From an optimization exercise on the open Yosys and OpenROAD flow, aimed at small area and a short achievable clock period; shortcuts taken in it are not production practice. Function was checked by simulation only, so behaviour that the tests miss may differ from the original.

Setup of JK:
## metronome_top
module metronome_top #(
	parameter BTN_WAIT_WIDTH	= 10,	 
	parameter BTN_HOLD_WIDTH	= 12,	 
	parameter LED_HOLD_WIDTH	= 8,	 
	parameter LIFE_LED_WIDTH	= 10,	 
	parameter SSI_TIMER_WIDTH	= 6		 
)(
	input 			i_clk,
	input 			i_reset,
	input 			i_uart_rx,
	input	[3:0]	i_control_btns,
	output	[3:0]	o_led_n,
	output reg [6:0] o_ssi_segments,
	output reg [3:0] o_ssi_code
);
	localparam GW0 = (BTN_WAIT_WIDTH > LIFE_LED_WIDTH) ? BTN_WAIT_WIDTH : LIFE_LED_WIDTH;
	localparam GW  = (GW0 > SSI_TIMER_WIDTH + 2) ? GW0 : SSI_TIMER_WIDTH + 2;
	localparam [34:0] BEAT_N = 35'd12000000000;
	localparam [34:0] BEAT_K = 35'h7_FFFF_FFFF - BEAT_N;	 
	wire first = ~o_ssi_code[0] & ~o_ssi_code[1];
	reg [GW-1:0] timer;
	always @(posedge i_clk, posedge i_reset)
		if (i_reset)	timer <= 0;
		else			timer <= timer + 1'b1;
	wire		btn_wait_end	= &timer[BTN_WAIT_WIDTH-1:0];
	wire		life_end		= &timer[LIFE_LED_WIDTH-1:0];
	wire [1:0]	ssi_sel			= timer[SSI_TIMER_WIDTH+1:SSI_TIMER_WIDTH];
	reg life_led_n;
	always @(posedge i_clk, posedge i_reset)
		if (i_reset)	life_led_n <= 1'b1;
		else			life_led_n <= life_led_n ^ life_end;
	reg [3:0] btn_d1, btn_lock;
	reg [3:0] btn_d2, btn_act;
	wire [3:0] btn_edge = btn_d1 & ~btn_d2;
	always @(posedge i_clk, posedge i_reset)
		if (i_reset) begin
			btn_d1		<= 0;
			btn_lock	<= 0;
		end else begin
			btn_d1		<= i_control_btns;
			btn_lock	<= btn_wait_end ? 4'b0 : (btn_lock | btn_edge);
		end
	always @(posedge i_clk) begin
		btn_d2		<= btn_d1;
		btn_act		<= btn_edge & ~btn_lock;
	end
	wire [1:0] hold_btn		= {btn_d1[3], btn_d1[1]};
	wire [1:0] hold_press	= {btn_act[3], btn_act[1]};
	reg  [1:0] hold_arm;
	reg  [1:0] hold_hit;
	reg  [BTN_HOLD_WIDTH-1:0] hold_cnt0, hold_cnt1;
	wire [1:0] hold_on		= hold_btn & hold_arm;
	wire [1:0] hold			= hold_btn & hold_hit;
	always @(posedge i_clk, posedge i_reset)
		if (i_reset)	hold_arm <= 0;
  ...
Size in the first run: about 240 flip-flops, about 0.012 sq mm of cells after synthesis.
export LEC_CHECK = 0
export ABC_AREA = 1
export CAP_MARGIN = 20
export CORE_MARGIN = 2
export CORE_UTILIZATION = 45
export CTS_BUF_LIST = sky130_fd_sc_hd__clkbuf_4 sky130_fd_sc_hd__clkbuf_8
export SLEW_MARGIN = 20
create_clock -name core_clock -period 140.0 [get_ports {i_clk}]
run.sh (not shown) runs the stock make flow with config.mk's settings and CLKGATE_MAP_FILE= SYNTH_SCRIPT=/design/flow/synth_recipe.tcl, a recipe that flattens the netlist after the stock synthesis.
The inputs of MS differ from those of JK as listed below.
- clearing ABC_AREA, which used to be 1
- clearing CTS_BUF_LIST, which used to be sky130_fd_sc_hd__clkbuf_4 sky130_fd_sc_hd__clkbuf_8
Notes after the runs:
[compare] base=JK new=MS: non-clock buffer area fraction after layout did not really move; cell count went up; count of cell instances traversed by the critical path did not really move; number of nets in the layout went up.
Delta (MS minus JK): sequential share of layout area fell by 4.1 points; wire length rose by about 30%; fraction of the mapped netlist area in compound gates rose by 6.3 points.
Against JK, MS comes in 0.02 ns higher on arrival time at the worst endpoint.

---

metronome_top, a different RTL version from the one above (not shown whole).
==> flow/design.v (excerpt) <==
module metronome_top #(
	parameter BTN_WAIT_WIDTH	= 10,	 
	parameter BTN_HOLD_WIDTH	= 12,	 
	parameter LED_HOLD_WIDTH	= 8,	 
	parameter LIFE_LED_WIDTH	= 10,	 
	parameter SSI_TIMER_WIDTH	= 6		 
)(
	input 			i_clk,
	input 			i_reset,
	input 			i_uart_rx,
	input	[3:0]	i_control_btns,
	output	[3:0]	o_led_n,
	output reg [6:0] o_ssi_segments,
	output reg [3:0] o_ssi_code
);
	localparam GW0 = (BTN_WAIT_WIDTH > LIFE_LED_WIDTH) ? BTN_WAIT_WIDTH : LIFE_LED_WIDTH;
	localparam GW  = (GW0 > SSI_TIMER_WIDTH + 2) ? GW0 : SSI_TIMER_WIDTH + 2;
	localparam [34:0] BEAT_N = 35'd12000000000;
	localparam [34:0] BEAT_K = 35'h7_FFFF_FFFF - BEAT_N;	 
	wire first = ~o_ssi_code[0] & ~o_ssi_code[1];
	reg [GW-1:0] timer;
	always @(posedge i_clk, posedge i_reset)
		if (i_reset)	timer <= 0;
		else			timer <= timer + 1'b1;
	wire		btn_wait_end	= &timer[BTN_WAIT_WIDTH-1:0];
	wire		life_end		= &timer[LIFE_LED_WIDTH-1:0];
	wire [1:0]	ssi_sel			= timer[SSI_TIMER_WIDTH+1:SSI_TIMER_WIDTH];
	reg life_led_n;
	always @(posedge i_clk, posedge i_reset)
		if (i_reset)	life_led_n <= 1'b1;
		else			life_led_n <= life_led_n ^ life_end;
	reg [3:0] btn_d1, btn_lock;
	reg [3:0] btn_d2, btn_act;
	wire [3:0] btn_edge = btn_d1 & ~btn_d2;
	always @(posedge i_clk, posedge i_reset)
		if (i_reset) begin
			btn_d1		<= 0;
			btn_lock	<= 0;
		end else begin
			btn_d1		<= i_control_btns;
			btn_lock	<= btn_wait_end ? 4'b0 : (btn_lock | btn_edge);
		end
	always @(posedge i_clk) begin
		btn_d2		<= btn_d1;
		btn_act		<= btn_edge & ~btn_lock;
	end
	wire [1:0] hold_btn		= {btn_d1[3], btn_d1[1]};
	wire [1:0] hold_press	= {btn_act[3], btn_act[1]};
	reg  [1:0] hold_arm;
	reg  [1:0] hold_hit;
	reg  [BTN_HOLD_WIDTH-1:0] hold_cnt0, hold_cnt1;
	wire [BTN_HOLD_WIDTH-1:0] hold_inc0, hold_inc1;
	wire [1:0] hold_end;
	wire [1:0] hold_on		= hold_btn & hold_arm;
	wire [1:0] hold			= hold_btn & hold_hit;
	generate if (BTN_HOLD_WIDTH == 12) begin : hold_lfsr
		wire z0 = hold_cnt0[10:0] == 11'd0;
		wire z1 = hold_cnt1[10:0] == 11'd0;
		assign hold_inc0 = {hold_cnt0[10:0], hold_cnt0[11] ^ hold_cnt0[5] ^ hold_cnt0[3] ^ hold_cnt0[0] ^ z0};
		assign hold_inc1 = {hold_cnt1[10:0], hold_cnt1[11] ^ hold_cnt1[5] ^ hold_cnt1[3] ^ hold_cnt1[0] ^ z1};
  ...
export LEC_CHECK = 0
export ABC_AREA = 1
export CAP_MARGIN = 20
export CORE_MARGIN = 2
export CORE_UTILIZATION = 80
export CTS_BUF_LIST = sky130_fd_sc_hd__clkbuf_8
export CTS_CLUSTER_DIAMETER = 60
export CTS_CLUSTER_SIZE = 15
export SLEW_MARGIN = 20
export BUFFER_PORTS_ARGS = -buffer_cell sky130_fd_sc_hd__buf_2
create_clock -name core_clock -period 140.0 [get_ports {i_clk}]
standard.sh (not shown) runs the stock make flow with config.mk's settings and CLKGATE_MAP_FILE= SYNTH_SCRIPT=/design/flow/synth_recipe.tcl, a recipe that flattens the netlist after the stock synthesis.
==> flow/flow/run.sh <==
#!/bin/bash
# The standard layout, with two changes:
#  - after the standard synthesis, the combinational logic is re-mapped by
#    flow/reopt.tcl with the ABC script flow/reopt.abc (flip-flops, adder
#    cells and their instance names are kept as they are);
#  - the port buffers are sky130_fd_sc_hd__buf_2.
set -euo pipefail
here=$(pwd)
echo 'export BUFFER_PORTS_ARGS = -buffer_cell sky130_fd_sc_hd__buf_2' >> config.mk
bash standard.sh synth > standard_synth.log 2>&1
res=$here/orfs/results/sky130hd/metronome_top/base
cp $res/1_2_yosys.v $here/standard_synth_netlist.v
REOPT_LIB=$FLOW_HOME/platforms/sky130hd/lib/sky130_fd_sc_hd__tt_025C_1v80.lib \
REOPT_IN=$here/standard_synth_netlist.v \
REOPT_TOP=$FLOW_TOP \
REOPT_ABC=$here/flow/reopt.abc \
REOPT_OUT=$res/1_2_yosys.v \
	yosys -c flow/reopt.tcl > reopt.log 2>&1
rm -f $res/1_synth.odb $res/1_synth.sdc
bash standard.sh finish > standard_finish.log 2>&1
Other scripts of this flow, unchanged in this note and not shown: flow/flow/reopt.abc, flow/flow/reopt.tcl
Edit:
--- a/flow/config.mk
+++ b/flow/config.mk
@@ -9,8 +9,8 @@
 export CAP_MARGIN = 20
 export CORE_MARGIN = 2
-export CORE_UTILIZATION = 80
-export CTS_BUF_LIST = sky130_fd_sc_hd__clkbuf_8
-export CTS_CLUSTER_DIAMETER = 60
-export CTS_CLUSTER_SIZE = 15
+export CORE_UTILIZATION = 60
+export CTS_BUF_LIST = sky130_fd_sc_hd__clkbuf_16
+export CTS_CLUSTER_DIAMETER = 80
+export CTS_CLUSTER_SIZE = 22
 export SLEW_MARGIN = 20
 export BUFFER_PORTS_ARGS = -buffer_cell sky130_fd_sc_hd__buf_2
Critical path depth is unchanged.
Flip-flop and latch count does not change.
Cell area increases by about 1.6%.
Edit:
--- a/flow/config.mk
+++ b/flow/config.mk
@@ -9,8 +9,8 @@
 export CAP_MARGIN = 20
 export CORE_MARGIN = 2
-export CORE_UTILIZATION = 60
-export CTS_BUF_LIST = sky130_fd_sc_hd__clkbuf_16
-export CTS_CLUSTER_DIAMETER = 80
-export CTS_CLUSTER_SIZE = 22
+export CORE_UTILIZATION = 70
+export CTS_BUF_LIST = sky130_fd_sc_hd__clkbuf_8
+export CTS_CLUSTER_DIAMETER = 60
+export CTS_CLUSTER_SIZE = 15
 export SLEW_MARGIN = 20
 export BUFFER_PORTS_ARGS = -buffer_cell sky130_fd_sc_hd__buf_2
Outcome: Final area falls slightly; non-clock buffer count is unchanged; clock skew hardly moves.

-- what the ideal ports hide --
Ports are ideal in the flow. The routed layouts listed here were re-timed in OpenROAD. Step 1 assumes that a clkbuf_16 drives the clock port and a buf_2 every other input. Step 2, shift: input delay + t, output delay - t, t = (earliest + latest rising clock arrival at the registers) / 2. This alone moves slack from input paths to output paths. Three values: ideal, step 1, step 2; two values: the first two.
run | shift t [ns] | setup WS [ns] | slew at the worst register clock pin (ns) | worst data-port slew with drivers (ns)
JK | 0.564 | 110.407 / 110.367 / 110.493 | 0.06 / 0.06 | 0.03
MS | 0.591 | 110.394 / 110.340 / 110.443 | 0.06 / 0.06 | 0.03
the first run of note 2 | 0.550 | 110.814 / 110.780 / 110.904 | 0.10 / 0.10 | 0.04
the second run of note 2 | 0.522 | 110.857 / 110.811 / 110.884 | 0.09 / 0.09 | 0.03
the third run of note 2 | 0.536 | 110.838 / 110.800 / 110.896 | 0.10 / 0.10 | 0.03
After both steps setup and hold are still met in every run listed. The worst setup slack also covers recovery checks on asynchronous resets.
